Source: an optimization exercise on an open RTL-to-GDS flow (aim: small area). Production flows keep margins and buffers that such runs may drop.
The RTL was checked by simulation tests, not by an equivalence proof against the original design.
No activity file was given, so power comes from the tool's default toggle rates.

**design.v**
```verilog
module rgb565_to_ycbcr422
(
    input   wire                    sys_clk         ,
    input   wire                    sys_rst_n       ,
    input   wire    [15:0]          rgb_data        ,
    output  reg     signed  [7:0]   img_out         ,
    output  wire    [1:0]           state           ,
    output  wire                    start_en
);
reg     [1:0]   k       ;
reg             run     ;    
reg     [15:0]  x_q     ;
reg     [7:0]   a_q     ;
wire            sel_y   = ~k[1];
wire            sel_c1  = k[1] & ~k[0];
wire            sel_c2  = k[1] & k[0];
wire    [7:0]   f_top   ;
wire t_0;
wire t_1;
wire t_2;
wire t_3;
wire t_4;
wire t_5;
wire t_6;
wire t_7;
wire t_8;
wire t_9;
wire t_10;
wire t_11;
wire t_12;
wire t_13;
wire t_14;
wire t_15;
wire t_16;
wire t_17;
wire t_18;
wire t_19;
wire t_20;
wire t_21;
wire t_22;
wire t_23;
wire t_24;
wire t_25;
wire t_26;
wire t_27;
wire t_28;
wire t_29;
wire t_30;
wire t_31;
wire t_32;
wire t_33;
wire t_34;
wire t_35;
wire t_36;
wire t_37;
wire t_38;
wire t_39;
wire t_40;
wire t_41;
wire t_42;
wire t_43;
wire t_44;
wire t_45;
wire t_46;
wire t_47;
wire t_48;
wire t_49;
wire t_50;
wire t_51;
wire t_52;
wire t_53;
wire t_54;
wire t_55;
wire t_56;
wire t_57;
wire t_58;
wire t_59;
wire t_60;
wire t_61;
wire t_62;
wire t_63;
wire t_64;
wire t_65;
wire t_66;
wire t_67;
wire t_68;
wire t_69;
wire t_70;
wire t_71;
wire t_72;
wire t_73;
wire t_74;
wire t_75;
wire t_76;
wire t_77;
wire t_78;
wire t_79;
wire t_80;
wire t_81;
wire t_82;
wire t_83;
wire t_84;
wire t_85;
wire t_86;
wire t_87;
wire t_88;
wire t_89;
wire t_90;
wire t_91;
wire t_92;
wire t_93;
wire t_94;
wire t_95;
wire t_96;
wire t_97;
wire t_98;
wire t_99;
wire t_100;
wire t_101;
wire t_102;
wire t_103;
wire t_104;
wire t_105;
wire t_106;
wire t_107;
wire t_108;
wire t_109;
wire t_110;
wire t_111;
wire t_112;
wire t_113;
wire t_114;
wire t_115;
wire t_116;
wire t_117;
wire t_118;
wire t_119;
wire t_120;
wire t_121;
wire t_122;
wire t_123;
wire t_124;
wire t_125;
wire t_126;
wire t_127;
wire t_128;
wire t_129;
wire t_130;
wire t_131;
wire t_132;
wire t_133;
wire t_134;
wire t_135;
wire t_136;
wire t_137;
wire t_138;
wire t_139;
wire t_140;
wire t_141;
wire t_142;
wire t_143;
wire t_144;
wire t_145;
wire t_146;
wire t_147;
wire t_148;
wire t_149;
wire t_150;
wire t_151;
wire t_152;
wire t_153;
wire t_154;
wire t_155;
wire t_156;
wire t_157;
wire t_158;
wire t_159;
wire t_160;
wire t_161;
wire t_162;
wire t_163;
wire t_164;
wire t_165;
wire t_166;
wire t_167;
wire t_168;
wire t_169;
wire t_170;
wire t_171;
wire t_172;
wire t_173;
wire t_174;
wire t_175;
wire t_176;
wire t_177;
wire t_178;
wire t_179;
wire t_180;
wire t_181;
wire t_182;
wire t_183;
wire t_184;
wire t_185;
wire t_186;
wire t_187;
wire t_188;
wire t_189;
wire t_190;
wire t_191;
wire t_192;
wire t_193;
wire t_194;
wire t_195;
wire t_196;
wire t_197;
wire t_198;
wire t_199;
wire t_200;
wire t_201;
wire t_202;
wire t_203;
wire t_204;
wire t_205;
wire t_206;
wire t_207;
wire t_208;
wire t_209;
wire t_210;
wire t_211;
wire t_212;
wire t_213;
wire t_214;
wire t_215;
wire t_216;
wire t_217;
wire t_218;
wire t_219;
wire t_220;
wire t_221;
wire t_222;
wire t_223;
wire t_224;
wire t_225;
wire t_226;
wire t_227;
wire t_228;
wire t_229;
wire t_230;
wire t_231;
wire t_232;
wire t_233;
wire t_234;
wire t_235;
wire t_236;
wire t_237;
wire t_238;
wire t_239;
wire t_240;
wire t_241;
wire t_242;
wire t_243;
wire t_244;
wire t_245;
wire t_246;
wire t_247;
wire t_248;
wire t_249;
wire t_250;
wire t_251;
wire t_252;
wire t_253;
wire t_254;
wire t_255;
wire t_256;
wire t_257;
wire t_258;
wire t_259;
wire t_260;
wire t_261;
wire t_262;
wire t_263;
wire t_264;
wire t_265;
wire t_266;
wire t_267;
wire t_268;
wire t_269;
wire t_270;
wire t_271;
wire t_272;
wire t_273;
wire t_274;
wire t_275;
wire t_276;
wire t_277;
wire t_278;
wire t_279;
wire t_280;
assign t_0 = (x_q[11] & (sel_y | sel_c1));
assign t_1 = (x_q[11] ? (sel_y) : (sel_c1));
assign t_2 = (x_q[11] & (sel_y));
assign t_3 = (x_q[11] & (sel_y));
assign t_4 = (x_q[11] ? 1'b0 : (sel_y | sel_c1));
assign t_5 = (x_q[11] & (sel_y | sel_c2));
assign t_6 = (x_q[12] & (sel_y | sel_c1));
assign t_7 = (x_q[12] ? 1'b0 : (sel_y | sel_c1));
assign t_8 = (x_q[12] ? 1'b0 : (sel_y));
assign t_9 = (x_q[12] & (sel_y));
assign t_10 = (x_q[12] & (sel_y | sel_c1));
assign t_11 = (x_q[12] ? (sel_c2) : (sel_c1));
assign t_12 = (x_q[13] & (sel_y | sel_c1));
assign t_13 = (x_q[13] ? 1'b0 : (sel_y | sel_c1));
assign t_14 = (x_q[13] ? 1'b0 : (sel_y));
assign t_15 = (x_q[13] & (sel_y));
assign t_16 = (x_q[13] ? (sel_y) : (sel_c1));
assign t_17 = (x_q[13] & (sel_c2));
assign t_18 = (x_q[14] & (sel_y | sel_c1));
assign t_19 = (x_q[14] ? (sel_c1) : (sel_y));
assign t_20 = (x_q[14] ? 1'b0 : (sel_y | sel_c1));
assign t_21 = (x_q[14] ? 1'b0 : (sel_y | sel_c1));
assign t_22 = (x_q[14] & (sel_y | sel_c2));
assign t_23 = (x_q[15] & (sel_y | sel_c1));
assign t_24 = (x_q[15] ? (sel_c1) : (sel_y));
assign t_25 = (x_q[15] & (sel_y | sel_c1));
assign t_26 = (x_q[15] ? 1'b0 : (sel_y | sel_c1));
assign t_27 = (x_q[15] & (sel_y | sel_c2));
assign t_28 = (x_q[5] ? (sel_c1) : (sel_c2));
assign t_29 = (x_q[5] ? (sel_y | sel_c1) : (sel_c2));
assign t_30 = (x_q[5] ? (sel_c1) : (sel_y | sel_c2));
assign t_31 = (x_q[5] ? (sel_c1) : (sel_y | sel_c2));
assign t_32 = (x_q[5] & (sel_c1));
assign t_33 = (x_q[5] & (sel_y));
assign t_34 = (x_q[5] ? (sel_y) : (sel_c1 | sel_c2));
assign t_35 = (x_q[6] ? (sel_c1) : (sel_c2));
assign t_36 = (x_q[6] ? (sel_c2) : (sel_y | sel_c1));
assign t_37 = (x_q[6] ? (sel_c1) : (sel_c2));
assign t_38 = (x_q[6] ? (sel_c1) : (sel_y | sel_c2));
assign t_39 = (x_q[6] & (sel_c1));
assign t_40 = (x_q[6] & (sel_y));
assign t_41 = (x_q[6] ? (sel_y) : (sel_c1 | sel_c2));
assign t_42 = (x_q[7] ? (sel_c1) : (sel_c2));
assign t_43 = (x_q[7] ? (sel_c1) : (sel_y | sel_c2));
assign t_44 = (x_q[7] ? (sel_c1) : (sel_y | sel_c2));
assign t_45 = (x_q[7] ? (sel_y) : (sel_c1 | sel_c2));
assign t_46 = (x_q[8] ? (sel_c1) : (sel_c2));
assign t_47 = (x_q[8] ? (sel_c1) : (sel_y | sel_c2));
assign t_48 = (x_q[8] ? (sel_c1) : (sel_y | sel_c2));
assign t_49 = (x_q[8] ? (sel_y) : (sel_c1 | sel_c2));
assign t_50 = (x_q[9] ? (sel_c2) : (sel_c1));
assign t_51 = (x_q[9] ? 1'b0 : (sel_y));
assign t_52 = (x_q[9] ? (sel_c1) : (sel_c2));
assign t_53 = (x_q[9] ? (sel_c1) : (sel_y | sel_c2));
assign t_54 = (x_q[9] ? (sel_y) : (sel_c1 | sel_c2));
assign t_55 = (x_q[10] ? (sel_c1) : (sel_c2));
assign t_56 = (x_q[10] ? (sel_c1) : (sel_y | sel_c2));
assign t_57 = (x_q[10] ? (sel_c1) : (sel_y | sel_c2));
assign t_58 = (x_q[10] ? (sel_y) : (sel_c1 | sel_c2));
assign t_59 = (x_q[0] ? (sel_y) : (sel_c2));
assign t_60 = (x_q[0] & (sel_y | sel_c2));
assign t_61 = (x_q[0] ? 1'b0 : (sel_c2));
assign t_62 = (x_q[0] ? 1'b0 : (sel_c1 | sel_c2));
assign t_63 = (x_q[0] & (sel_y | sel_c1));
assign t_64 = (x_q[0] & (sel_c1));
assign t_65 = (x_q[1] ? (sel_y) : (sel_c2));
assign t_66 = (x_q[1] & (sel_y | sel_c2));
assign t_67 = (x_q[1] ? 1'b0 : (sel_c2));
assign t_68 = (x_q[1] ? 1'b0 : (sel_c1 | sel_c2));
assign t_69 = (x_q[1] & (sel_y | sel_c1));
assign t_70 = (x_q[1] & (sel_c1));
assign t_71 = (x_q[2] ? (sel_y) : (sel_c2));
assign t_72 = (x_q[2] & (sel_y | sel_c2));
assign t_73 = (x_q[2] ? 1'b0 : (sel_c2));
assign t_74 = (x_q[2] ? (sel_c2) : (sel_c1));
assign t_75 = (x_q[2] ? (sel_c1) : (sel_y | sel_c2));
assign t_76 = (x_q[2] & (sel_y));
assign t_77 = (x_q[2] & (sel_c1));
assign t_78 = (x_q[3] ? (sel_y) : (sel_c2));
assign t_79 = (x_q[3] ? 1'b0 : (sel_y | sel_c2));
assign t_80 = (x_q[3] ? 1'b0 : (sel_c2));
assign t_81 = (x_q[3] & (sel_y));
assign t_82 = (x_q[3] & (sel_c1));
assign t_83 = (x_q[4] ? (sel_y) : (sel_c2));
assign t_84 = (x_q[4] ? (sel_y) : (sel_c2));
assign t_85 = (x_q[4] & (sel_y));
assign t_86 = (x_q[4] ? (sel_y) : (sel_c2));
assign t_87 = (x_q[4] & (sel_c1));
assign t_88 = (sel_c2);
csa_fa u_t_89 (.a(t_0), .b(t_28), .c(t_59), .s(t_89), .co(t_90));
csa_fa u_t_91 (.a(t_6), .b(t_29), .c(t_35), .s(t_91), .co(t_92));
csa_fa u_t_93 (.a(t_65), .b(t_90), .c(t_91), .s(t_93), .co(t_94));
csa_fa u_t_95 (.a(t_1), .b(t_12), .c(t_30), .s(t_95), .co(t_96));
csa_fa u_t_97 (.a(t_36), .b(t_60), .c(t_71), .s(t_97), .co(t_98));
csa_fa u_t_99 (.a(t_92), .b(t_95), .c(t_97), .s(t_99), .co(t_100));
csa_fa u_t_101 (.a(t_7), .b(t_66), .c(t_96), .s(t_101), .co(t_102));
csa_fa u_t_103 (.a(t_98), .b(t_100), .c(t_101), .s(t_103), .co(t_104));
csa_fa u_t_105 (.a(t_2), .b(t_8), .c(t_13), .s(t_105), .co(t_106));
csa_fa u_t_107 (.a(t_31), .b(t_37), .c(t_42), .s(t_107), .co(t_108));
csa_fa u_t_109 (.a(t_72), .b(t_105), .c(t_107), .s(t_109), .co(t_110));
csa_fa u_t_111 (.a(t_102), .b(t_109), .c(t_104), .s(t_111), .co(t_112));
assign t_113 = ~(t_3 ^ t_14);
assign t_114 = t_3 | t_14;
csa_fa u_t_115 (.a(t_38), .b(t_43), .c(t_46), .s(t_115), .co(t_116));
csa_fa u_t_117 (.a(t_106), .b(t_108), .c(t_113), .s(t_117), .co(t_118));
csa_fa u_t_119 (.a(t_115), .b(t_110), .c(t_117), .s(t_119), .co(t_120));
csa_fa u_t_121 (.a(t_18), .b(t_32), .c(t_47), .s(t_121), .co(t_122));
csa_fa u_t_123 (.a(t_50), .b(t_61), .c(t_78), .s(t_123), .co(t_124));
csa_fa u_t_125 (.a(t_114), .b(t_116), .c(t_121), .s(t_125), .co(t_126));
csa_fa u_t_127 (.a(t_123), .b(t_118), .c(t_125), .s(t_127), .co(t_128));
csa_fa u_t_129 (.a(x_q[11]), .b(t_9), .c(t_23), .s(t_129), .co(t_130));
csa_fa u_t_131 (.a(t_39), .b(t_44), .c(t_51), .s(t_131), .co(t_132));
csa_fa u_t_133 (.a(t_55), .b(t_62), .c(t_67), .s(t_133), .co(t_134));
csa_fa u_t_135 (.a(t_83), .b(t_122), .c(t_124), .s(t_135), .co(t_136));
csa_fa u_t_137 (.a(t_129), .b(t_131), .c(t_133), .s(t_137), .co(t_138));
csa_fa u_t_139 (.a(t_126), .b(t_135), .c(t_137), .s(t_139), .co(t_140));
csa_fa u_t_141 (.a(x_q[12]), .b(t_15), .c(t_19), .s(t_141), .co(t_142));
csa_fa u_t_143 (.a(t_33), .b(t_48), .c(t_52), .s(t_143), .co(t_144));
csa_fa u_t_145 (.a(t_56), .b(t_63), .c(t_68), .s(t_145), .co(t_146));
csa_fa u_t_147 (.a(t_73), .b(t_79), .c(t_130), .s(t_147), .co(t_148));
csa_fa u_t_149 (.a(t_132), .b(t_134), .c(t_141), .s(t_149), .co(t_150));
csa_fa u_t_151 (.a(t_143), .b(t_145), .c(t_136), .s(t_151), .co(t_152));
csa_fa u_t_153 (.a(t_138), .b(t_147), .c(t_149), .s(t_153), .co(t_154));
csa_fa u_t_155 (.a(t_151), .b(t_140), .c(t_153), .s(t_155), .co(t_156));
csa_fa u_t_157 (.a(x_q[13]), .b(x_q[7]), .c(t_4), .s(t_157), .co(t_158));
csa_fa u_t_159 (.a(t_24), .b(t_34), .c(t_40), .s(t_159), .co(t_160));
csa_fa u_t_161 (.a(t_53), .b(t_69), .c(t_74), .s(t_161), .co(t_162));
csa_fa u_t_163 (.a(t_84), .b(t_142), .c(t_144), .s(t_163), .co(t_164));
csa_fa u_t_165 (.a(t_146), .b(t_157), .c(t_159), .s(t_165), .co(t_166));
csa_fa u_t_167 (.a(t_161), .b(t_148), .c(t_150), .s(t_167), .co(t_168));
csa_fa u_t_169 (.a(t_163), .b(t_165), .c(t_152), .s(t_169), .co(t_170));
csa_fa u_t_171 (.a(t_154), .b(t_167), .c(t_169), .s(t_171), .co(t_172));
csa_fa u_t_173 (.a(x_q[8]), .b(t_5), .c(t_10), .s(t_173), .co(t_174));
csa_fa u_t_175 (.a(t_20), .b(t_41), .c(t_57), .s(t_175), .co(t_176));
csa_fa u_t_177 (.a(t_64), .b(t_75), .c(t_80), .s(t_177), .co(t_178));
csa_fa u_t_179 (.a(t_85), .b(t_158), .c(t_160), .s(t_179), .co(t_180));
csa_fa u_t_181 (.a(t_162), .b(t_173), .c(t_175), .s(t_181), .co(t_182));
csa_fa u_t_183 (.a(t_177), .b(t_164), .c(t_166), .s(t_183), .co(t_184));
csa_fa u_t_185 (.a(t_179), .b(t_181), .c(t_168), .s(t_185), .co(t_186));
csa_fa u_t_187 (.a(t_183), .b(t_170), .c(t_185), .s(t_187), .co(t_188));
csa_fa u_t_189 (.a(x_q[9]), .b(t_11), .c(t_16), .s(t_189), .co(t_190));
csa_fa u_t_191 (.a(t_21), .b(t_25), .c(t_45), .s(t_191), .co(t_192));
csa_fa u_t_193 (.a(t_70), .b(t_76), .c(t_81), .s(t_193), .co(t_194));
csa_fa u_t_195 (.a(t_86), .b(t_174), .c(t_176), .s(t_195), .co(t_196));
csa_fa u_t_197 (.a(t_178), .b(t_189), .c(t_191), .s(t_197), .co(t_198));
csa_fa u_t_199 (.a(t_193), .b(t_180), .c(t_182), .s(t_199), .co(t_200));
csa_fa u_t_201 (.a(t_195), .b(t_197), .c(t_184), .s(t_201), .co(t_202));
csa_fa u_t_203 (.a(t_199), .b(t_186), .c(t_201), .s(t_203), .co(t_204));
csa_fa u_t_205 (.a(x_q[10]), .b(t_17), .c(t_49), .s(t_205), .co(t_206));
csa_fa u_t_207 (.a(t_77), .b(t_190), .c(t_192), .s(t_207), .co(t_208));
csa_fa u_t_209 (.a(t_194), .b(t_205), .c(t_196), .s(t_209), .co(t_210));
csa_fa u_t_211 (.a(t_198), .b(t_207), .c(t_200), .s(t_211), .co(t_212));
csa_fa u_t_213 (.a(t_209), .b(t_202), .c(t_211), .s(t_213), .co(t_214));
csa_fa u_t_215 (.a(t_88), .b(t_22), .c(t_26), .s(t_215), .co(t_216));
csa_fa u_t_217 (.a(t_54), .b(t_82), .c(t_206), .s(t_217), .co(t_218));
csa_fa u_t_219 (.a(t_215), .b(t_208), .c(t_217), .s(t_219), .co(t_220));
csa_fa u_t_221 (.a(t_210), .b(t_219), .c(t_212), .s(t_221), .co(t_222));
assign t_223 = ~(t_27 ^ t_58);
assign t_224 = t_27 | t_58;
csa_fa u_t_225 (.a(t_87), .b(t_216), .c(t_223), .s(t_225), .co(t_226));
csa_fa u_t_227 (.a(t_218), .b(t_225), .c(t_220), .s(t_227), .co(t_228));
assign t_229 = t_224 ^ t_226 ^ t_228;
csa_ha u_t_230 (.a(t_94), .b(t_99), .s(t_230), .co(t_231));
csa_ha u_t_232 (.a(t_119), .b(t_112), .s(t_232), .co(t_233));
csa_ha u_t_234 (.a(t_120), .b(t_127), .s(t_234), .co(t_235));
csa_ha u_t_236 (.a(t_128), .b(t_139), .s(t_236), .co(t_237));
csa_ha u_t_238 (.a(t_156), .b(t_171), .s(t_238), .co(t_239));
csa_ha u_t_240 (.a(t_172), .b(t_187), .s(t_240), .co(t_241));
csa_ha u_t_242 (.a(t_188), .b(t_203), .s(t_242), .co(t_243));
csa_ha u_t_244 (.a(t_204), .b(t_213), .s(t_244), .co(t_245));
csa_ha u_t_246 (.a(t_214), .b(t_221), .s(t_246), .co(t_247));
csa_ha u_t_248 (.a(t_227), .b(t_222), .s(t_248), .co(t_249));
assign t_250 = t_103 & t_231;
assign t_251 = t_111 & t_250;
assign t_252 = t_233 | (t_232 & t_251);
assign t_253 = t_235 | (t_234 & t_252);
assign t_254 = t_237 | (t_236 & t_253);
assign t_255 = t_155 & t_254;
assign t_256 = t_241 | (t_240 & t_239);
assign t_257 = t_240 & t_238;
assign t_258 = t_245 | (t_244 & t_243);
assign t_259 = t_244 & t_242;
assign t_260 = t_249 | (t_248 & t_247);
assign t_261 = t_248 & t_246;
assign t_262 = t_239 | (t_238 & t_255);
assign t_263 = t_256 | (t_257 & t_255);
assign t_264 = t_247 | (t_246 & t_258);
assign t_265 = t_246 & t_259;
assign t_266 = t_260 | (t_261 & t_258);
assign t_267 = t_261 & t_259;
assign t_268 = t_243 | (t_242 & t_263);
assign t_269 = t_258 | (t_259 & t_263);
assign t_270 = t_264 | (t_265 & t_263);
assign t_271 = t_266 | (t_267 & t_263);
assign t_272 = t_229 & t_271;
assign t_273 = t_155 ^ t_254;
assign t_274 = t_238 ^ t_255;
assign t_275 = t_240 ^ t_262;
assign t_276 = t_242 ^ t_263;
assign t_277 = t_244 ^ t_268;
assign t_278 = t_246 ^ t_269;
assign t_279 = t_248 ^ t_270;
assign t_280 = t_229 ^ t_271;
assign f_top = {t_280, t_279, t_278, t_277, t_276, t_275, t_274, t_273};
always @(posedge sys_clk) begin
    if (k != 2'd2)
        x_q <= rgb_data;
    a_q <= f_top;
end
always @(posedge sys_clk or negedge sys_rst_n)
    if (!sys_rst_n) begin
        k   <= 2'd0;
        run <= 1'b0;
    end else begin
        k   <= k + 2'd1;
        run <= run | (k == 2'd2);
    end
always @(posedge sys_clk or negedge sys_rst_n)
    if (!sys_rst_n)
        img_out <= 8'd0;
    else
        img_out <= a_q & {8{run | (k == 2'd2)}};
assign start_en = run;
assign state    = {run & (k[1] ^ k[0]), run & ~k[0]};
endmodule
module csa_fa (input wire a, input wire b, input wire c, output wire s, output wire co);
assign s  = a ^ b ^ c;
assign co = (a & b) | (a & c) | (b & c);
endmodule
module csa_ha (input wire a, input wire b, output wire s, output wire co);
assign s  = a ^ b;
assign co = a & b;
endmodule
```
**flow/run.sh**
```bash
#!/bin/bash
# Standard layout, but the port buffers are the smallest buffer cell.
set -euo pipefail
export BUFFER_PORTS_ARGS="-buffer_cell sky130_fd_sc_hd__buf_1"
bash standard.sh > standard_flow.log 2>&1
```
**standard.sh**
```bash
#!/bin/bash
# synth_recipe.tcl (not shown) runs the flow's synth.tcl, then flattens the netlist and writes it again
# the make line also repeats each setting of config.mk as NAME=value (left out here)
make -C /OpenROAD-flow-scripts/flow DESIGN_CONFIG=/design/flow/config.mk WORK_HOME=/design/flow/orfs CLKGATE_MAP_FILE= SYNTH_SCRIPT=/design/flow/synth_recipe.tcl "${@:-finish}"
```
**config.mk**
```make
export PLATFORM = sky130hd
export DESIGN_NAME = rgb565_to_ycbcr422
export DESIGN_NICKNAME = rgb565_to_ycbcr422
export VERILOG_FILES = /design/flow/design.v
export SDC_FILE = /design/flow/constraint.sdc
export NUM_CORES = 4
export LEC_CHECK = 0
export CAP_MARGIN = 20
export CORE_MARGIN = 2
export CORE_UTILIZATION = 40
export SLEW_MARGIN = 20
export SYNTH_HIERARCHICAL = 1
```
**constraint.sdc**
```tcl
create_clock -name core_clock -period 5.0 [get_ports {sys_clk}]
set_input_delay 1.0000 -clock core_clock [delete_from_list [all_inputs] [get_ports {sys_clk}]]
set_output_delay 1.0000 -clock core_clock [all_outputs]
set_load 0.01 [all_outputs]
```
==> flow_summary.json, run 1 <==
{
  "hold_start": "a_q[3]$_DFF_P_",
  "ys_top_cells_by_area": "fa_1 (41%), edfxtp_1 (14%), dfrtp_1 (8.3%)",
  "min_to": "img_out[3]$_DFF_PN0_",
  "synth_most_common_cell": "fa_1",
  "start_kind": "register",
  "cts_tree": "done",
  "viasPerCell": 5.00,
  "grt_overflow_total": 0,
  "crit_type": "register to register",
  "async_reset_ff_frac": 0.314,
  "cts_setup_buffers": 0,
  "syn_inst": 268,
  "area_growth_pct": 11.3,
  "fin_setup_tns_ns": 0,
  "ys_warn_count": 7,
  "io_buffers": 28,
  "required_ns": 5.23,
  "hold_violations": 0,
  "min_path_type": "register to register",
  "min_delay_path_depth": 1,
  "fin_skew_ns": 0.00924,
  "diodes": 0,
  "synth_top_flop_cell": "edfxtp_1",
  "ys_top_cells_by_count": "fa_1 (68), nor2_1 (27), nor2b_1 (27)",
  "synth_top_area_cell": "fa_1",
  "ir_drop_mv": 0.224,
  "initial_core_util": 0.410,
  "place.gp.congestion": 0.914,
  "fin_crit_ns": 4.73,
  "drive_above_1_share": 0.0924,
  "antenna_found_initial": 0,
  "hpwl_um": 5560,
  "top_layer_used": "met4",
  "p_leak_uw": 0.00155,
  "routed_wl_um": 6680,
  "drt_iter0_drc": 128,
  "root_buffer": "clkbuf_8",
  "path_clk_slew_ns": 0.08,
  "ys_ff_latch": 35,
  "num_rows": 33,
  "core-area_sq_um": 8130,
  "routedWlPerCell_um": 16.4,
  "dieArea_sq_um": 9080,
  "grt_pass1_wl_um": 11000,
  "post-route-cell-area_sq_um": 3710,
  "ctsHoldBuffers": 0,
  "reg2regPathDepth": 17,
  "syn_area_sq_um": 3330,
  "multiInputGateArea_sq_um": 2340,
  "fill_cells": 739,
  "syn_area_per_cell_sq_um": 12.4,
  "r2r_start": "k[0]$_DFF_PN0_",
  "drtAntennaViolNets": 0,
  "met2_wirelength_um": 3420,
  "end_kind": "register",
  "slew_headroom": 0.620,
  "grt_pass1_vias": 2185,
  "yosysSeqAreaShare": 0.275,
  "startpoint": "k[0]$_DFF_PN0_",
  "cts_max_level": 2,
  "grt_use_total": 0.166,
  "chipHeight_um": 95.3,
  "status": "finished clean",
  "fmax_ghz": 0.212,
  "cpMaxStageDelayCell": "fa_1",
  "dpl_cell_area_sq_um": 3600,
  "critPathMaxStageDelay_ns": 0.47,
  "maxSlewViolCount": 0,
  "cp_max_fo": 22,
  "path_cells": "ha_1 > buf_4 > nor2b_2 > fa_1 > fa_1 > fa_1 > fa_1 > ha_1 > a41o_1 > a21o_1 > a21o_1 > ha_1 > a21o_2 > a21o_1 > ha_1 > nor2_1 > xnor2_1",
  "worstMarginPinSlew_ns": 0.570,
  "regArea_sq_um": 916,
  "period_share": 0.946,
  "ios": 29,
  "grt_max_degree": 23,
  "synth_top_area_share": 0.408,
  "cts_buffers": 5,
  "finalSetupViolCount": 0,
  "met3_length_um": 377,
  "num_vias": 2041,
  "drc": 0,
  "rsz0062_at_grt": "false",
  "clock_latency_ns": 0.29,
  "synth_cell_types": 30,
  "die_x_um": 95.3,
  "synth_edf_count": 16,
  "reg2reg_to": "a_q[4]$_DFF_P_",
  "max_cap_viol_count": 0,
  "critPathArrivalTime_ns": 4.96,
  "clock-sinks": 35,
  "wl_met1_um": 2730,
  "power_density_nw_per_um2": 362,
  "syn_nets": 371,
  "first_pass_iters": 4,
  "reg2reg_slack_ns": 0.27,
  "clk_path_buf_depth": 2,
  "fin_nets": 405
}
[Yosys stat by module, one instance, submodules excluded]
module / cell area [sq um] / times used / cells inside / flip-flops and latches
csa_ha: 12.5 / 10 / 1 / 0
rgb565_to_ycbcr422: 1850 / 1 / 190 / 35
csa_fa: 20.0 / 68 / 1 / 0
[layout by cell type (no fill, tap or decap), drive strengths merged]
cell    Yosys  layout
fa         68      68
buf         5      38
nor2       27      27
nor2b      27      27
ha         17      17
edfxtp     16      16
xnor2      13      13
dfrtp      11      11
o21ai      11      11
nand2      10      10
a21oi      10      10
inv        10      10
and2        8       8
dfxtp       8       8
clkbuf      6       6
o21bai      4       4
a21o        4       4
or2         3       3
xor2        3       3
nand2b      2       2
clkinv      0       2
mux2i       1       1
a41o        1       1
o211ai      1       1
a211oi      1       1
o31ai       1       1
[critical path: cells and delay by family (launching register included)]
| kind | cells | cell delay, ns |
|---|---|---|
| compound gates | 5 | 0.97 |
| simple gates | 2 | 0.36 |
| flops | 1 | 0.40 |
| buf+inv | 1 | 0.23 |
| xor+xnor | 1 | 0.12 |
| fa+ha+maj | 8 | 2.57 |
[repair_timing]
action,in CTS,in global routing
setup endpoints to repair,0,3
resized for setup,0,3
endpoints found under the hold margin,0,0
[cells by family (layout without fill, tap and decap cells)]
kind of cell             after synthesis  after routing  share of synthesized area
flip-flops                            35             35                      0.275
multiplexers                           1              1                    0.00300
buffers and inverters                 21             56                     0.0255
XOR/XNOR                              16             16                     0.0420
adder cells (fa/ha/maj)               85             85                      0.472
AND/OR/NAND/NOR                       77             77                      0.117
AO/OA/AOI/OAI                         33             33                     0.0653
[how the worst max path moves through the flow]
stage,slack [ns],to
global route,0.04,a_q[4]$_DFF_P_
CTS,0.15,a_q[4]$_DFF_P_
detailed placement,0.18,a_q[4]$_DFF_P_
global placement,0.26,a_q[4]$_DFF_P_
floorplan,0.24,a_q[4]$_DFF_P_
finish,0.27,a_q[4]$_DFF_P_
[sequential cells by signal, indices dropped and copies added, names as in the netlist]
| register | count |
|---|---|
| run | 1 |
| a_q | 8 |
| k | 2 |
| img_out | 8 |
| x_q | 16 |
[stage by stage]
step                instances  setup slack [ns]  power (uW)  hold slack (ns)  utilization
floorplan                 268             0.242         974            0.423            -
global placement          400             0.260        1110            0.431        0.442
detailed placement        400             0.179        1120            0.434        0.442
CTS                       408             0.149        1370            0.442        0.456
global route              408            0.0419        1480            0.455        0.456
finish                    408             0.272        1340            0.438        0.456
[cell type report]
class	instances	share of cell area
inverters	10	0.0101
clock buffers	6	0.0253
flip-flops and latches	35	0.247
well taps	105	0.0354
repair buffers	38	0.0486
multi-input cells	212	0.630
clock inverters	2	0.00371
[power breakdown]
| group | switching [uW] | leakage, uW | internal, uW | total (uW) |
|---|---|---|---|---|
| clock | 110 | 0.0000563 | 128 | 238 |
| combinational | 362 | 0.00113 | 364 | 726 |
| sequential | 18.3 | 0.000363 | 360 | 379 |
| total | 490 | 0.00155 | 852 | 1340 |
[layer usage]
| metal | vias to the layer above | global-route usage |
|---|---|---|
| met5 | - | 0 |
| li1 | 921 | - |
| met1 | 1044 | 0.219 |
| met4 | 0 | 0.0616 |
| met2 | 63 | 0.271 |
| met3 | 13 | 0.0348 |
==> run 2: changes to the inputs <==
==> flow/run.sh (replaced) <==
#!/bin/bash
# Standard layout, with the smallest buffer cell on the ports and a clock
# tree without dummy balancing loads.
set -euo pipefail
export BUFFER_PORTS_ARGS="-buffer_cell sky130_fd_sc_hd__buf_1"
export CTS_ARGS="-sink_clustering_enable -repair_clock_nets -dont_use_dummy_load"
bash standard.sh > standard_flow.log 2>&1
==> flow_summary.json, run 2 <==
{
  "fin_setup_tns_ns": 0,
  "netSwitchingFraction": 0.366,
  "ys_ff_latch": 35,
  "final_common_cell": "fa_1",
  "maxSlewViolCount": 0,
  "min_path_type": "register to register",
  "grt_pass1_vias": 2174,
  "io_buffers": 28,
  "hold_violations": 0,
  "fmax_ghz": 0.211,
  "dpl_cell_area_sq_um": 3600,
  "top_register": "x_q",
  "largest_reg_flops": 16,
  "p_int_uw": 814,
  "viasPerCell": 5.04,
  "end_kind": "register",
  "cts_max_level": 2,
  "ys_warn_count": 7,
  "syn_area_per_cell_sq_um": 12.4,
  "synth_most_common_cell": "fa_1",
  "largestRegisters": "x_q x16, a_q x8, img_out x8",
  "status": "finished clean",
  "startpoint": "k[0]$_DFF_PN0_",
  "syn_nets": 371,
  "ys_top_cells_by_count": "fa_1 (68), nor2_1 (27), nor2b_1 (27)",
  "drtAntennaViolNets": 0,
  "ys_top_cells_by_area": "fa_1 (41%), edfxtp_1 (14%), dfrtp_1 (8.3%)",
  "first_pass_iters": 4,
  "grt_overflow_total": 0,
  "die_x_um": 95.3,
  "routedWlPerCell_um": 16.5,
  "fill_cells": 742,
  "fin_skew_ns": 0.0266,
  "clk_path_buf_depth": 2,
  "synth_edf_count": 16,
  "routed_wl_um": 6680,
  "cts_setup_buffers": 0,
  "diodes": 0,
  "slew_headroom": 0.619,
  "path_clk_slew_ns": 0.08,
  "p_sw_uw": 470,
  "crit_path_end": "a_q[4]$_DFF_P_",
  "drive_above_1_share": 0.0833,
  "combPwrFrac": 0.564,
  "start_kind": "register",
  "ios": 29,
  "cp_max_fo": 22,
  "power_frac_clock": 0.141,
  "clock-sinks": 35,
  "synth_top_area_cell": "fa_1",
  "reg2reg_to": "a_q[4]$_DFF_P_",
  "grt_max_degree": 23,
  "area_growth_pct": 10.1,
  "fin_nets": 405,
  "max_cap_viol_count": 0,
  "reg2reg_slack_ns": 0.26,
  "crit_type": "register to register",
  "min_delay_path_depth": 1,
  "clock_latency_ns": 0.29,
  "root_buffer": "clkbuf_8",
  "core-area_sq_um": 8130,
  "synth_top_area_share": 0.408,
  "synth_top_flop_cell": "edfxtp_1",
  "cts_tree": "done",
  "required_ns": 5.23,
  "p_leak_uw": 0.00153,
  "antenna_found_initial": 0,
  "synth_cell_types": 30,
  "worstMarginPinSlew_ns": 0.571,
  "period_share": 0.948,
  "seqPwrFrac": 0.295,
  "finalSetupViolCount": 0,
  "dieArea_sq_um": 9080,
  "rsz0062_at_grt": "false",
  "syn_inst": 268,
  "num_vias": 2041,
  "power_density_nw_per_um2": 350,
  "reg2regPathDepth": 17,
  "r2r_start": "k[0]$_DFF_PN0_",
  "final_cell_mix": "fa_1 (68), buf_1 (28), nor2_1 (27), nor2b_1 (26)",
  "critPathArrivalTime_ns": 4.97,
  "num_rows": 33,
  "yosysSeqAreaShare": 0.275,
  "chipHeight_um": 95.3,
  "grt_pass1_wl_um": 11000,
  "post-route-cell-area_sq_um": 3670,
  "hpwl_um": 5560,
  "ctsHoldBuffers": 0,
  "place.gp.congestion": 0.914,
  "initial_core_util": 0.410,
  "drc": 0,
  "cts_buffers": 5,
  "async_reset_ff_frac": 0.314,
  "drt_iter0_drc": 109,
  "syn_area_sq_um": 3330,
  "cts_resized": 0,
  "grt_use_total": 0.166,
  "ir_drop_mv": 0.215,
  "fin_crit_ns": 4.74
}
## run 2: worst max-delay path, stage by stage, from the launching register on
cell and delay (ns):
dfrtp_1 0.40, ha_1 0.23, buf_4 0.23, nor2b_2 0.24, fa_1 0.47, fa_1 0.43, fa_1 0.41, fa_1 0.37
ha_1 0.28, a41o_1 0.24, a21o_1 0.17, a21o_1 0.17, ha_1 0.21, a21o_2 0.22, a21o_1 0.17, ha_1 0.17
nor2_1 0.13, xnor2_1 0.12
## run 2: power by group through the flow
stage,clock [uW],combinational [uW],sequential (uW)
floorplan,0,597,377
global placement,0,727,385
detailed placement,0,736,386
CTS,191,740,380
global route,202,838,383
finish,181,724,379
## run 2: worst min-delay path by stage
stage                                end  slack (ns)            from
CTS                 img_out[3]$_DFF_PN0_        0.43  a_q[3]$_DFF_P_
finish              img_out[3]$_DFF_PN0_        0.43  a_q[3]$_DFF_P_
floorplan           img_out[0]$_DFF_PN0_        0.42  a_q[0]$_DFF_P_
global placement    img_out[0]$_DFF_PN0_        0.43  a_q[0]$_DFF_P_
global route        img_out[3]$_DFF_PN0_        0.45  a_q[3]$_DFF_P_
detailed placement  img_out[3]$_DFF_PN0_        0.43  a_q[3]$_DFF_P_
## run 2: area by class of cell
type / instances / area [sq um] / area share
multi-input combinational: 212 / 2340 / 0.637
sequential: 35 / 916 / 0.249
timing repair buffer: 38 / 180 / 0.0491
tap: 105 / 131 / 0.0358
clock buffer: 5 / 68.8 / 0.0187
inverter: 10 / 37.5 / 0.0102
## run 2: cells by family after synthesis
family	after synthesis	share of synthesized area
buffers and inverters	21	0.0255
adder cells (fa/ha/maj)	85	0.472
flip-flops	35	0.275
XOR/XNOR	16	0.0420
AO/OA/AOI/OAI	33	0.0653
multiplexers	1	0.00300
AND/OR/NAND/NOR	77	0.117
## run 2: through the flow
step | hold WS, ns | std cells | util | total power (uW) | setup slack [ns]
6_report | 0.427 | 405 | 0.451 | 1280 | 0.261
5_1_grt | 0.445 | 405 | 0.451 | 1420 | 0.0415
4_1_cts | 0.432 | 405 | 0.451 | 1310 | 0.149
3_5_place_dp | 0.434 | 400 | 0.442 | 1120 | 0.179
3_3_place_gp | 0.431 | 400 | 0.442 | 1110 | 0.260
2_1_floorplan | 0.423 | 268 | - | 974 | 0.242
## run 2: modules after synthesis, one instance, submodules excluded
module / cells inside / flops+latches
rgb565_to_ycbcr422: 190 / 35
csa_fa: 1 / 0
csa_ha: 1 / 0
## run 2: routing by layer
metal / share of wire / track usage
met2: 0.51 / 0.270
met1: 0.41 / 0.218
met4: 0.022 / 0.0616
met3: 0.056 / 0.0348
met5: 0 / 0
==> run 3: changes to the inputs <==
==> flow/run.sh (replaced) <==
#!/bin/bash
# Standard layout, with the smallest buffer cell on the ports and a clock
# tree without dummy balancing loads.
set -euo pipefail
export BUFFER_PORTS_ARGS="-buffer_cell sky130_fd_sc_hd__buf_1"
export CTS_ARGS="-sink_clustering_enable -repair_clock_nets -dont_use_dummy_load -buf_list sky130_fd_sc_hd__clkbuf_8 -root_buf sky130_fd_sc_hd__clkbuf_4"
bash standard.sh > standard_flow.log 2>&1
==> flow_summary.json, run 3 <==
{
  "cp_max_fo": 22,
  "end_kind": "register",
  "start_kind": "register",
  "status": "finished clean",
  "place.gp.congestion": 0.914,
  "async_reset_ff_frac": 0.314,
  "finalSetupViolCount": 0,
  "ctsHoldBuffers": 0,
  "ys_ff_latch": 35,
  "syn_area_per_cell_sq_um": 12.4,
  "dieArea_sq_um": 9080,
  "fin_skew_ns": 0.0364,
  "clock_latency_ns": 0.35,
  "period_share": 0.948,
  "path_clk_slew_ns": 0.12,
  "initial_core_util": 0.410,
  "cts_setup_buffers": 0,
  "combPwrFrac": 0.584,
  "routedWlPerCell_um": 16.3,
  "grt_max_degree": 23,
  "hold_violations": 0,
  "cpMaxStageDelayCell": "fa_1",
  "ys_warn_count": 7,
  "cts_buffers": 5,
  "ys_top_cells_by_count": "fa_1 (68), nor2_1 (27), nor2b_1 (27)",
  "ys_top_cells_by_area": "fa_1 (41%), edfxtp_1 (14%), dfrtp_1 (8.3%)",
  "grt_pass1_vias": 2153,
  "hold_start": "a_q[3]$_DFF_P_",
  "final_cell_mix": "fa_1 (68), buf_1 (28), nor2_1 (27), nor2b_1 (26)",
  "ir_drop_mv": 0.199,
  "power_frac_clock": 0.108,
  "cts_resized": 0,
  "rsz0062_at_grt": "false",
  "required_ns": 5.29,
  "clock-sinks": 35,
  "min_delay_path_depth": 1,
  "min_path_type": "register to register",
  "first_pass_iters": 4,
  "top_register": "x_q",
  "synth_edf_count": 16,
  "clk_path_buf_depth": 2,
  "yosysSeqAreaShare": 0.275,
  "r2r_start": "k[0]$_DFF_PN0_",
  "drive_above_1_share": 0.0833,
  "ios": 29,
  "startpoint": "k[0]$_DFF_PN0_",
  "fin_nets": 405,
  "path_cells": "ha_1 > buf_4 > nor2b_2 > fa_1 > fa_1 > fa_1 > fa_1 > ha_1 > a41o_1 > a21o_1 > a21o_1 > ha_1 > a21o_2 > a21o_1 > ha_1 > nor2_1 > xnor2_1",
  "syn_inst": 268,
  "synth_top_area_cell": "fa_1",
  "drt_iter0_drc": 134,
  "fin_crit_ns": 4.74,
  "reg2reg_slack_ns": 0.26,
  "critPathMaxStageDelay_ns": 0.47,
  "grt_pass1_wl_um": 10900,
  "synth_top_flop_cell": "edfxtp_1",
  "maxSlewViolCount": 0,
  "power_density_nw_per_um2": 339,
  "finalPower_uw": 1230,
  "synth_cell_types": 30,
  "min_to": "img_out[3]$_DFF_PN0_",
  "critPathArrivalTime_ns": 5.03,
  "core-area_sq_um": 8130,
  "syn_nets": 371,
  "routed_wl_um": 6590,
  "cts_max_level": 2,
  "num_rows": 33,
  "cts_tree": "done",
  "root_buffer": "clkbuf_4",
  "fmax_ghz": 0.211,
  "area_growth_pct": 9.19,
  "syn_area_sq_um": 3330,
  "synth_top_area_share": 0.408,
  "crit_type": "register to register",
  "largestRegisters": "x_q x16, a_q x8, img_out x8",
  "p_int_uw": 769,
  "p_leak_uw": 0.00152,
  "die_x_um": 95.3,
  "fin_setup_tns_ns": 0,
  "chipHeight_um": 95.3,
  "grt_use_total": 0.164,
  "drc": 0,
  "final_common_cell": "fa_1",
  "synth_most_common_cell": "fa_1",
  "seqPwrFrac": 0.307,
  "hpwl_um": 5560,
  "p_sw_uw": 463,
  "diodes": 0,
  "largest_reg_flops": 16,
  "whs_ns": 0.428,
  "slew_headroom": 0.621,
  "max_cap_viol_count": 0,
  "grt_overflow_total": 0,
  "reg2regPathDepth": 17,
  "viasPerCell": 5.03,
  "netSwitchingFraction": 0.376,
  "reg2reg_to": "a_q[4]$_DFF_P_",
  "worstMarginPinSlew_ns": 0.569,
  "drtAntennaViolNets": 0,
  "antenna_found_initial": 0,
  "num_vias": 2037,
  "io_buffers": 28
}
==> run 3: cell types whose count changed in the layout (fill, tap and decap cells not counted) <==
| cell | before | now |
|---|---|---|
| clkbuf_8 | 5 | 0 |
| clkbuf_4 | 0 | 5 |
==> run 3: worst max-delay path: cells and delay by family (launching register included) <==
kind	cells	cell delay, ns
xor gates and xnor gates	1	0.12
buffers and inverters	1	0.23
and+or+nand+nor	2	0.36
DFF	1	0.42
AOI/OAI and AO/OA	5	0.97
adders and majority gates	8	2.58
==> run 3: modules after synthesis, one instance, submodules excluded <==
module / flops+latches / times used / cell area (sq um)
csa_fa: 0 / 68 / 20.0
csa_ha: 0 / 10 / 12.5
rgb565_to_ycbcr422: 35 / 1 / 1850
==> run 3: worst max-delay path by stage <==
stage                                 to  slack (ns)  cells after the start
final                     a_q[4]$_DFF_P_        0.26                     17
after floorplan           a_q[4]$_DFF_P_        0.24                     19
after CTS                 a_q[4]$_DFF_P_        0.14                     17
after global routing      a_q[4]$_DFF_P_        0.03                     17
after global placement    a_q[4]$_DFF_P_        0.26                     17
after detailed placement  a_q[4]$_DFF_P_        0.18                     17
==> run 3: kinds of logic after synthesis <==
family | synth area share
AO/OA/AOI/OAI | 0.0653
XOR/XNOR | 0.0420
adder cells (fa/ha/maj) | 0.472
buffers and inverters | 0.0255
flip-flops | 0.275
multiplexers | 0.00300
AND/OR/NAND/NOR | 0.117
==> run 3: metrics by stage <==
stage	cells	utilization	worst slack (ns)	area [sq um]
4_1_cts	405	0.447	0.137	3640
3_5_place_dp	400	0.442	0.179	3600
3_3_place_gp	400	0.442	0.260	3600
5_1_grt	405	0.448	0.0287	3640
6_report	405	0.448	0.259	3640
2_1_floorplan	268	-	0.242	3330
==> run 3: power groups by stage <==
stage                     registers, uW  logic [uW]  clock network (uW)
final                               379         720                 134
after global routing                383         838                 156
after CTS                           379         739                 144
after detailed placement            386         736                   0
after global placement              385         727                   0
after floorplan                     377         597                   0
==> run 3: layer usage <==
layer	GRT usage	vias to the layer above	wire, um
li1	-	917	-
met1	0.215	1041	2620
met4	0.0495	0	154
met2	0.268	67	3370
met3	0.0411	12	442
met5	0	-	0
==> run 3: layout make-up <==
class                      count  area [sq um]
clock buffer                   5          37.5
fill                         739          4490
inverter                      10          37.5
multi-input combinational    212          2340
sequential                    35           916
tap                          105           131
timing repair buffer          38           180
==> run 4: changes to the inputs <==
==> flow/run.sh (replaced) <==
#!/bin/bash
# Standard layout, with the smallest buffer cell on the ports and a clock
# tree without dummy balancing loads.
set -euo pipefail
export BUFFER_PORTS_ARGS="-buffer_cell sky130_fd_sc_hd__buf_1"
export CTS_ARGS="-sink_clustering_enable -repair_clock_nets -dont_use_dummy_load -buf_list sky130_fd_sc_hd__clkbuf_4 -root_buf sky130_fd_sc_hd__clkbuf_8"
bash standard.sh > standard_flow.log 2>&1
==> flow_summary.json, run 4 <==
{
  "status": "finished clean",
  "ys_warn_count": 7,
  "regArea_sq_um": 916,
  "antenna_found_initial": 0,
  "synth_top_area_cell": "fa_1",
  "fill_cells": 742,
  "multiInputGateArea_sq_um": 2340,
  "start_kind": "register",
  "slew_headroom": 0.619,
  "place.gp.congestion": 0.914,
  "root_buffer": "clkbuf_8",
  "final_common_cell": "fa_1",
  "busiest_layer": "met2",
  "period_share": 0.948,
  "final_cell_mix": "fa_1 (68), buf_1 (28), nor2_1 (27), nor2b_1 (26)",
  "yosysSeqAreaShare": 0.275,
  "cts_tree": "done",
  "grt_max_degree": 23,
  "die_x_um": 95.3,
  "drtAntennaViolNets": 0,
  "synth_cell_types": 30,
  "chipHeight_um": 95.3,
  "maxSlewViolCount": 0,
  "use_met2": 0.270,
  "finalSetupViolCount": 0,
  "drt_iter0_drc": 109,
  "synth_edf_count": 16,
  "routed_wl_um": 6680,
  "drc": 0,
  "grtUsageMet3": 0.0348,
  "syn_area_per_cell_sq_um": 12.4,
  "min_path_type": "register to register",
  "top_register": "x_q",
  "synth_top_area_share": 0.408,
  "routedWlPerCell_um": 16.5,
  "required_ns": 5.23,
  "async_reset_ff_frac": 0.314,
  "cp_max_fo": 22,
  "hold_violations": 0,
  "seqPwrFrac": 0.295,
  "whs_ns": 0.427,
  "syn_nets": 371,
  "syn_area_sq_um": 3330,
  "fin_crit_ns": 4.74,
  "synth_mux_area_frac": 0.00300,
  "drive_above_1_share": 0.0833,
  "netSwitchingFraction": 0.366,
  "fmax_ghz": 0.211,
  "cts_buffers": 5,
  "synth_most_common_cell": "fa_1",
  "crit_type": "register to register",
  "power_frac_clock": 0.141,
  "p_sw_uw": 470,
  "synth_top_family_by_area": "adder cells",
  "syn_inst": 268,
  "ctsHoldBuffers": 0,
  "rsz0062_at_grt": "false",
  "synth_top_flop_cell": "edfxtp_1",
  "hpwl_um": 5560,
  "core-area_sq_um": 8130,
  "fin_skew_ns": 0.0266,
  "largest_reg_flops": 16,
  "power_density_nw_per_um2": 350,
  "grt_overflow_total": 0,
  "num_rows": 33,
  "synthAdderAreaFrac": 0.472,
  "clock-sinks": 35,
  "num_vias": 2041,
  "synthSimpleGateAreaFrac": 0.117,
  "io_buffers": 28,
  "grt_pass1_wl_um": 11000,
  "ios": 29,
  "cts_max_level": 2,
  "area_growth_pct": 10.1,
  "grt_use_total": 0.166,
  "critPathArrivalTime_ns": 4.97,
  "viasPerCell": 5.04,
  "ys_ff_latch": 35,
  "clk_path_buf_depth": 2,
  "end_kind": "register",
  "synth_xor_area_frac": 0.0420,
  "clock_latency_ns": 0.29,
  "synth_compound_area_frac": 0.0653,
  "p_int_uw": 814,
  "fin_nets": 405,
  "p_leak_uw": 0.00153,
  "diodes": 0,
  "initial_core_util": 0.410,
  "max_cap_viol_count": 0,
  "path_clk_slew_ns": 0.08,
  "ys_top_cells_by_count": "fa_1 (68), nor2_1 (27), nor2b_1 (27)",
  "largestRegisters": "x_q x16, a_q x8, img_out x8",
  "first_pass_iters": 4,
  "fin_setup_tns_ns": 0,
  "worstMarginPinSlew_ns": 0.571,
  "grt_pass1_vias": 2174,
  "ir_drop_mv": 0.215,
  "grtUsageMet1": 0.218,
  "dieArea_sq_um": 9080,
  "combPwrFrac": 0.564,
  "ys_top_cells_by_area": "fa_1 (41%), edfxtp_1 (14%), dfrtp_1 (8.3%)"
}
==> run 4: cell counts after synthesis <==
No cell type changed its count.
==> run 4: logic make-up (layout without fill, tap and decap cells) <==
logic type / Yosys count / after routing
compound gates: 33 / 33
fa+ha+maj: 85 / 85
flops: 35 / 35
mux: 1 / 1
simple gates: 77 / 77
buf+inv: 21 / 53
xor+xnor: 16 / 16
==> run 4: area by class of cell <==
type,instances,area share
multi-input combinational,212,0.637
sequential,35,0.249
timing repair buffer,38,0.0491
tap,105,0.0358
clock buffer,5,0.0187
inverter,10,0.0102
==> run 4: metal layers <==
| metal | routed length [um] | up-vias |
|---|---|---|
| met1 | 2730 | 1048 |
| li1 | - | 917 |
| met4 | 146 | 0 |
| met5 | 0 | - |
| met3 | 372 | 11 |
| met2 | 3440 | 65 |
==> run 4: final timing paths <==
| path | from | endpoint | slack (ns) | depth (start not counted) |
|---|---|---|---|---|
| max | k[0]$_DFF_PN0_ | a_q[4]$_DFF_P_ | 0.26 | 17 |
| min | a_q[3]$_DFF_P_ | img_out[3]$_DFF_PN0_ | 0.43 | 1 |
| max reg2reg | k[0]$_DFF_PN0_ | a_q[4]$_DFF_P_ | 0.26 | 17 |
| min reg2reg | a_q[3]$_DFF_P_ | img_out[3]$_DFF_PN0_ | 0.43 | 1 |
| max in group asynchronous | sys_rst_n | img_out[6]$_DFF_PN0_ | 3.95 | 1 |
| min in group asynchronous | sys_rst_n | img_out[3]$_DFF_PN0_ | 0.67 | 1 |
==> run 4: power by group through the flow <==
| stage | combinational, uW | sequential (uW) | clock (uW) |
|---|---|---|---|
| floorplan | 597 | 377 | 0 |
| global placement | 727 | 385 | 0 |
| detailed placement | 736 | 386 | 0 |
| CTS | 740 | 380 | 191 |
| global route | 838 | 383 | 202 |
| finish | 724 | 379 | 181 |
==> run 4: per-module statistics from Yosys, one instance, submodules excluded <==
module,cells inside,cell area [sq um],times used
csa_fa,1,20.0,68
csa_ha,1,12.5,10
rgb565_to_ycbcr422,190,1850,1
==> run 4: what timing repair did <==
item / in CTS / in global routing
buffers inserted: 0 / 0
endpoints found under the setup margin: 0 / 3
resized for setup: 0 / 3
==> run 4: metrics by stage <==
step / setup WS, ns / cell area (sq um) / instances / util / power [uW]
6_report: 0.261 / 3670 / 405 / 0.451 / 1280
5_1_grt: 0.0415 / 3670 / 405 / 0.451 / 1420
4_1_cts: 0.149 / 3670 / 405 / 0.451 / 1310
3_5_place_dp: 0.179 / 3600 / 400 / 0.442 / 1120
3_3_place_gp: 0.260 / 3600 / 400 / 0.442 / 1110
2_1_floorplan: 0.242 / 3330 / 268 / - / 974
==> run 4: critical path, cell delays in order (launching register included) <==
cell and delay [ns]:
dfrtp_1 0.40, ha_1 0.23, buf_4 0.23, nor2b_2 0.24, fa_1 0.47, fa_1 0.43, fa_1 0.41, fa_1 0.37
ha_1 0.28, a41o_1 0.24, a21o_1 0.17, a21o_1 0.17, ha_1 0.21, a21o_2 0.22, a21o_1 0.17, ha_1 0.17
nor2_1 0.13, xnor2_1 0.12
==> run 5: changes to the inputs <==
==> flow/run.sh (replaced) <==
#!/bin/bash
# Standard layout, with the smallest buffer cell on the ports and a clock
# tree without dummy balancing loads.
set -euo pipefail
export BUFFER_PORTS_ARGS="-buffer_cell sky130_fd_sc_hd__buf_1"
export CTS_ARGS="-sink_clustering_enable -repair_clock_nets -dont_use_dummy_load -buf_list sky130_fd_sc_hd__clkbuf_4 -root_buf sky130_fd_sc_hd__clkbuf_4"
bash standard.sh > standard_flow.log 2>&1
--- a/config.mk
+++ b/config.mk
@@ -8,5 +8,5 @@
 export CAP_MARGIN = 20
 export CORE_MARGIN = 2
-export CORE_UTILIZATION = 40
+export CORE_UTILIZATION = 50
 export SLEW_MARGIN = 20
 export SYNTH_HIERARCHICAL = 1
==> flow_summary.json, run 5 <==
{
  "status": "finished clean",
  "period_share": 0.960,
  "syn_nets": 371,
  "slew_headroom": 0.580,
  "die_x_um": 85.7,
  "grt_use_total": 0.206,
  "end_kind": "register",
  "synth_top_flop_cell": "edfxtp_1",
  "p_int_uw": 774,
  "ys_ff_latch": 35,
  "maxSlewViolCount": 0,
  "layout_setup_ws_ns": 0.201,
  "ys_top_cells_by_count": "fa_1 (68), nor2_1 (27), nor2b_1 (27)",
  "combPwrFrac": 0.591,
  "synth_top_area_cell": "fa_1",
  "fill_cells": 537,
  "place_inst": 374,
  "diodes": 0,
  "syn_inst": 268,
  "core-area_sq_um": 6390,
  "critPathArrivalTime_ns": 5.07,
  "fmax_ghz": 0.208,
  "grt_pass1_vias": 2175,
  "clk_path_buf_depth": 2,
  "p_sw_uw": 471,
  "syn_area_sq_um": 3330,
  "worstMarginPinSlew_ns": 0.630,
  "cts_buffers": 5,
  "start_kind": "register",
  "num_rows": 29,
  "ys_top_cells_by_area": "fa_1 (41%), edfxtp_1 (14%), dfrtp_1 (8.3%)",
  "ctsHoldBuffers": 0,
  "largestRegisters": "x_q x16, a_q x8, img_out x8",
  "fin_crit_ns": 4.80,
  "synth_cell_types": 30,
  "clock-sinks": 35,
  "clock_latency_ns": 0.33,
  "syn_area_per_cell_sq_um": 12.4,
  "routed_wl_um": 6640,
  "ios": 29,
  "place.gp.congestion": 0.886,
  "top_register": "x_q",
  "ir_drop_mv": 0.338,
  "synth_edf_count": 16,
  "hpwl_um": 5560,
  "grt_overflow_total": 0,
  "cts_max_level": 2,
  "final_cells": 379,
  "cts_resized": 0,
  "drive_above_1_share": 0.113,
  "ys_warn_count": 7,
  "first_pass_iters": 4,
  "netSwitchingFraction": 0.378,
  "drc": 0,
  "required_ns": 5.27,
  "cts_setup_buffers": 0,
  "cts_tree": "done",
  "largest_reg_flops": 16,
  "fin_nets": 407,
  "area_growth_pct": 9.42,
  "p_leak_uw": 0.00153,
  "dp_slack_ns": 0.185,
  "synth_top_area_share": 0.408,
  "synth_most_common_cell": "fa_1",
  "finalSetupViolCount": 0,
  "yosysSeqAreaShare": 0.275,
  "drtAntennaViolNets": 0,
  "power_frac_clock": 0.104,
  "viasPerCell": 5.28,
  "hold_violations": 0,
  "routedWlPerCell_um": 17.5,
  "rsz0062_at_grt": "true",
  "grt_max_degree": 21,
  "finalPower_uw": 1250,
  "path_clk_slew_ns": 0.12,
  "antenna_found_initial": 0,
  "io_buffers": 28,
  "crit_type": "register to register",
  "whs_ns": 0.444,
  "power_density_nw_per_um2": 341,
  "fin_setup_tns_ns": 0,
  "async_reset_ff_frac": 0.314,
  "dieArea_sq_um": 7340,
  "final_common_cell": "fa_1",
  "drt_iter0_drc": 117,
  "cp_max_fo": 6,
  "chipHeight_um": 85.7,
  "min_path_type": "register to register",
  "max_cap_viol_count": 0,
  "fin_skew_ns": 0.0347,
  "seqPwrFrac": 0.304,
  "root_buffer": "clkbuf_4",
  "final_cell_mix": "fa_1 (66), buf_1 (28), nor2b_1 (27), nor2_1 (24)",
  "num_vias": 2003,
  "grt_pass1_wl_um": 11200,
  "initial_core_util": 0.522
}
-- run 5: path summary, 6_finish.rpt --
| kind | depth (start not counted) | startpoint | endpoint | slack, ns |
|---|---|---|---|---|
| worst max-delay path | 19 | k[1]$_DFF_PN0_ | a_q[4]$_DFF_P_ | 0.20 |
| worst min-delay path | 1 | a_q[5]$_DFF_P_ | img_out[5]$_DFF_PN0_ | 0.44 |
| worst max register to register | 19 | k[1]$_DFF_PN0_ | a_q[4]$_DFF_P_ | 0.20 |
| worst min register to register | 1 | a_q[5]$_DFF_P_ | img_out[5]$_DFF_PN0_ | 0.44 |
| max in group asynchronous | 1 | sys_rst_n | img_out[3]$_DFF_PN0_ | 3.93 |
| min in group asynchronous | 1 | sys_rst_n | img_out[4]$_DFF_PN0_ | 0.64 |
-- run 5: cell families after synthesis --
family	synth area share
AO/OA/AOI/OAI	0.0653
XOR/XNOR	0.0420
adder cells (fa/ha/maj)	0.472
buffers and inverters	0.0255
flip-flops	0.275
multiplexers	0.00300
AND/OR/NAND/NOR	0.117
-- run 5: cell type report --
| type | count | area (sq um) | area share |
|---|---|---|---|
| multi-input combinational | 212 | 2370 | 0.648 |
| clock buffer | 5 | 37.5 | 0.0103 |
| timing repair buffer | 40 | 195 | 0.0535 |
| inverter | 10 | 37.5 | 0.0103 |
| tap | 77 | 96.3 | 0.0264 |
| sequential | 35 | 916 | 0.251 |
-- run 5: Yosys stat by module (local to each module, per instance) --
module              cell area [sq um]  copies in the design
rgb565_to_ycbcr422               1850                     1
csa_fa                           20.0                    68
csa_ha                           12.5                    10
-- run 5: routing by layer --
layer  GRT usage  vias up  wire [um]
li1            -      926          -
met4      0.0620        0        117
met3      0.0318       12        291
met5           0        -          0
met1       0.296     1004       2850
met2       0.329       61       3380
-- run 5: power groups by stage --
stage	sequential [uW]	clock [uW]	combinational, uW
after floorplan	377	0	597
after global placement	385	0	731
after detailed placement	385	0	735
after CTS	379	139	743
after global routing	383	149	856
final	379	130	736
-- run 5: critical path, cell delays in order, from the launching register on --
cell,delay [ns]
dfrtp_1,0.42
buf_4,0.17
ha_1,0.19
inv_1,0.10
nor2_2,0.07
or2_1,0.25
fa_1,0.45
fa_1,0.41
fa_1,0.42
fa_1,0.39
ha_1,0.28
a41o_1,0.23
a21o_1,0.17
a21o_1,0.17
ha_1,0.22
a21o_2,0.21
a21o_1,0.18
ha_1,0.18
nor2_2,0.12
xnor2_1,0.12
-- run 5: through the flow --
step	util	cell area, sq um
floorplan	-	3330
global placement	0.560	3580
detailed placement	0.560	3580
CTS	0.566	3620
global route	0.571	3650
finish	0.571	3650
==> run 6: changes to the inputs <==
--- a/config.mk
+++ b/config.mk
@@ -8,5 +8,6 @@
 export CAP_MARGIN = 20
 export CORE_MARGIN = 2
-export CORE_UTILIZATION = 50
+export CORE_UTILIZATION = 40
+export PLACE_DENSITY = 0.5
 export SLEW_MARGIN = 20
 export SYNTH_HIERARCHICAL = 1
==> flow_summary.json, run 6 <==
{
  "clk_path_buf_depth": 2,
  "cp_max_fo": 4,
  "max_cap_viol_count": 0,
  "p_leak_uw": 0.00155,
  "area_growth_pct": 10.7,
  "hpwl_um": 5850,
  "io_buffers": 28,
  "synth_cell_types": 30,
  "syn_area_per_cell_sq_um": 12.4,
  "start_kind": "register",
  "fin_crit_ns": 4.72,
  "routedWlPerCell_um": 16.7,
  "grt_overflow_total": 0,
  "critical_path_buf_inv_count": 1,
  "cts_max_level": 2,
  "largest_reg_flops": 16,
  "hold_start": "a_q[3]$_DFF_P_",
  "dieArea_sq_um": 9080,
  "drt_iter0_drc": 106,
  "yosysSeqAreaShare": 0.275,
  "cts_buffers": 5,
  "r2r_start": "k[1]$_DFF_PN0_",
  "num_rows": 33,
  "chipHeight_um": 95.3,
  "ir_drop_mv": 0.235,
  "clock_latency_ns": 0.34,
  "cpMaxStageDelayCell": "fa_1",
  "final_common_cell": "fa_1",
  "synth_top_area_cell": "fa_1",
  "cts_tree": "done",
  "grtUsageMet1": 0.250,
  "required_ns": 5.28,
  "grtUsageMet3": 0.0229,
  "top_register": "x_q",
  "combPwrFrac": 0.586,
  "crit_type": "register to register",
  "async_reset_ff_frac": 0.314,
  "grt_max_degree": 22,
  "synth_top_flop_cell": "edfxtp_1",
  "synth_top_area_share": 0.408,
  "die_x_um": 95.3,
  "use_met2": 0.271,
  "netSwitchingFraction": 0.376,
  "num_vias": 1983,
  "fin_nets": 411,
  "layout_setup_ws_ns": 0.282,
  "hold_violations": 0,
  "drive_above_1_share": 0.0948,
  "critPathArrivalTime_ns": 5.00,
  "first_pass_iters": 4,
  "initial_core_util": 0.410,
  "ys_warn_count": 7,
  "fin_setup_tns_ns": 0,
  "min_path_type": "register to register",
  "startpoint": "k[1]$_DFF_PN0_",
  "syn_area_sq_um": 3330,
  "end_kind": "register",
  "root_buffer": "clkbuf_4",
  "syn_inst": 268,
  "path_cells": "ha_1 > inv_1 > nor2_1 > or2_1 > fa_1 > fa_1 > fa_1 > fa_1 > ha_1 > a41o_1 > a21o_1 > a21o_1 > ha_1 > a21o_2 > a21o_1 > ha_1 > nor2_1 > xnor2_1",
  "antenna_found_initial": 0,
  "ys_ff_latch": 35,
  "drtAntennaViolNets": 0,
  "core-area_sq_um": 8130,
  "path_delay_family": "adder cells",
  "fin_skew_ns": 0.0451,
  "viasPerCell": 4.82,
  "busiest_layer": "met2",
  "power_density_nw_per_um2": 335,
  "syn_nets": 371,
  "place.gp.congestion": 0.815,
  "synth_most_common_cell": "fa_1",
  "ys_top_cells_by_count": "fa_1 (68), nor2_1 (27), nor2b_1 (27)",
  "routed_wl_um": 6850,
  "fin_util": 0.454,
  "status": "finished clean",
  "synth_edf_count": 16,
  "dpl_cell_area_sq_um": 3640,
  "grt_pass1_wl_um": 11300,
  "dp_slack_ns": 0.222,
  "p_int_uw": 771,
  "reg2reg_slack_ns": 0.28,
  "period_share": 0.944,
  "maxSlewViolCount": 0,
  "path_clk_slew_ns": 0.12,
  "ys_top_cells_by_area": "fa_1 (41%), edfxtp_1 (14%), dfrtp_1 (8.3%)",
  "critPathMaxStageDelay_ns": 0.47,
  "power_frac_clock": 0.110,
  "p_sw_uw": 465,
  "fmax_ghz": 0.212,
  "drc": 0,
  "seqPwrFrac": 0.304,
  "ios": 29,
  "diodes": 0,
  "post-route-cell-area_sq_um": 3690,
  "finalPower_uw": 1240,
  "grt_use_total": 0.173,
  "grt_pass1_vias": 2156,
  "largestRegisters": "x_q x16, a_q x8, img_out x8",
  "clock-sinks": 35,
  "worstMarginPinSlew_ns": 0.584,
  "finalSetupViolCount": 0,
  "slew_headroom": 0.611,
  "final_cell_mix": "fa_1 (68), buf_1 (28), nor2_1 (27), nor2b_1 (27)"
}
-- run 6: Yosys stat by module, one instance, submodules excluded --
module | cell area (sq um) | times used | flops+latches
csa_ha | 12.5 | 10 | 0
rgb565_to_ycbcr422 | 1850 | 1 | 35
csa_fa | 20.0 | 68 | 0
-- run 6: path summary, 6_finish.rpt --
check / depth (start not counted) / to
hold reg to reg: 1 / img_out[3]$_DFF_PN0_
min in group asynchronous: 1 / img_out[3]$_DFF_PN0_
setup reg to reg: 18 / a_q[4]$_DFF_P_
max in group asynchronous: 1 / img_out[6]$_DFF_PN0_
setup / recovery: 18 / a_q[4]$_DFF_P_
hold / removal: 1 / img_out[3]$_DFF_PN0_
-- run 6: kinds of logic after synthesis --
kind of cell / share of synthesized area
buffers and inverters: 0.0255
and+or+nand+nor: 0.117
DFF: 0.275
muxes: 0.00300
xor gates and xnor gates: 0.0420
AOI/OAI and AO/OA: 0.0653
adders and majority gates: 0.472
-- run 6: what timing repair did --
action	CTS	global route
setup endpoints to repair	0	1
hold buffers	0	0
resized for setup	0	3
buffers inserted	0	0
-- run 6: cell type report --
cell class / instances / area [sq um]
Clock buffer: 5 / 37.5
Fill cell: 759 / 4440
Inverter: 10 / 37.5
Multi-Input combinational cell: 212 / 2340
Sequential cell: 35 / 916
Tap cell: 105 / 131
Timing Repair Buffer: 44 / 233
-- run 6: metal layers --
layer	wire (um)	vias to the layer above
li1	-	933
met1	3200	998
met2	3370	41
met3	150	11
met4	129	0
met5	0	-
-- run 6: worst reg2reg max path, stage by stage, from the launching register on --
cell	delay (ns)
dfrtp_1	0.44
ha_1	0.22
inv_1	0.11
nor2_1	0.09
or2_1	0.25
fa_1	0.47
fa_1	0.40
fa_1	0.42
fa_1	0.37
ha_1	0.28
a41o_1	0.24
a21o_1	0.17
a21o_1	0.17
ha_1	0.22
a21o_2	0.22
a21o_1	0.17
ha_1	0.17
nor2_1	0.12
xnor2_1	0.12
-- run 6: per-stage QoR --
stage	hold WS, ns	instances
3_3_place_gp	0.430	406
4_1_cts	0.430	411
6_report	0.427	411
3_5_place_dp	0.431	406
5_1_grt	0.425	411
2_1_floorplan	0.423	268
-- run 6: power groups by stage --
stage,logic (uW),clock network (uW),registers [uW]
2_1_floorplan,597,0,377
3_3_place_gp,751,0,383
3_5_place_dp,745,0,383
4_1_cts,750,143,377
5_1_grt,849,151,381
6_report,725,135,376

==> static timing again, ports no longer ideal <==
How much do the figures lean on ideal ports? The routed layouts below were timed once more, with nothing changed but the port constraints. Step 1: set_driving_cell puts a clkbuf_16 on sys_clk and a buf_2 on each other input, an assumption about the parent block. Step 2 adds t to the input delays and takes it off the output delays; t is the mean of the earliest and latest rising clock arrival at the registers after step 1. Input paths then give back, and output paths get back, about the clock's delay inside the block. a / b / c = ideal / step 1 / step 2; a / b = the first two.
| run | t, ns | setup WS [ns] | worst hold slack (ns) | clock arrival spread, ns |
|---|---|---|---|---|
| run 1 | 0.319 | 0.272 / 0.272 / 0.272 | 0.438 / 0.438 / 0.438 | 0.009 / 0.009 |
| run 2 | 0.310 | 0.261 / 0.261 / 0.261 | 0.427 / 0.427 / 0.427 | 0.027 / 0.026 |
| run 3 | 0.356 | 0.259 / 0.259 / 0.259 | 0.428 / 0.428 / 0.428 | 0.036 / 0.037 |
| run 4 | 0.310 | 0.261 / 0.261 / 0.261 | 0.427 / 0.427 / 0.427 | 0.027 / 0.026 |
| run 5 | 0.344 | 0.201 / 0.201 / 0.201 | 0.444 / 0.444 / 0.444 | 0.035 / 0.034 |
| run 6 | 0.346 | 0.282 / 0.282 / 0.282 | 0.427 / 0.427 / 0.427 | 0.045 / 0.045 |
After both steps every run listed still meets setup and hold.
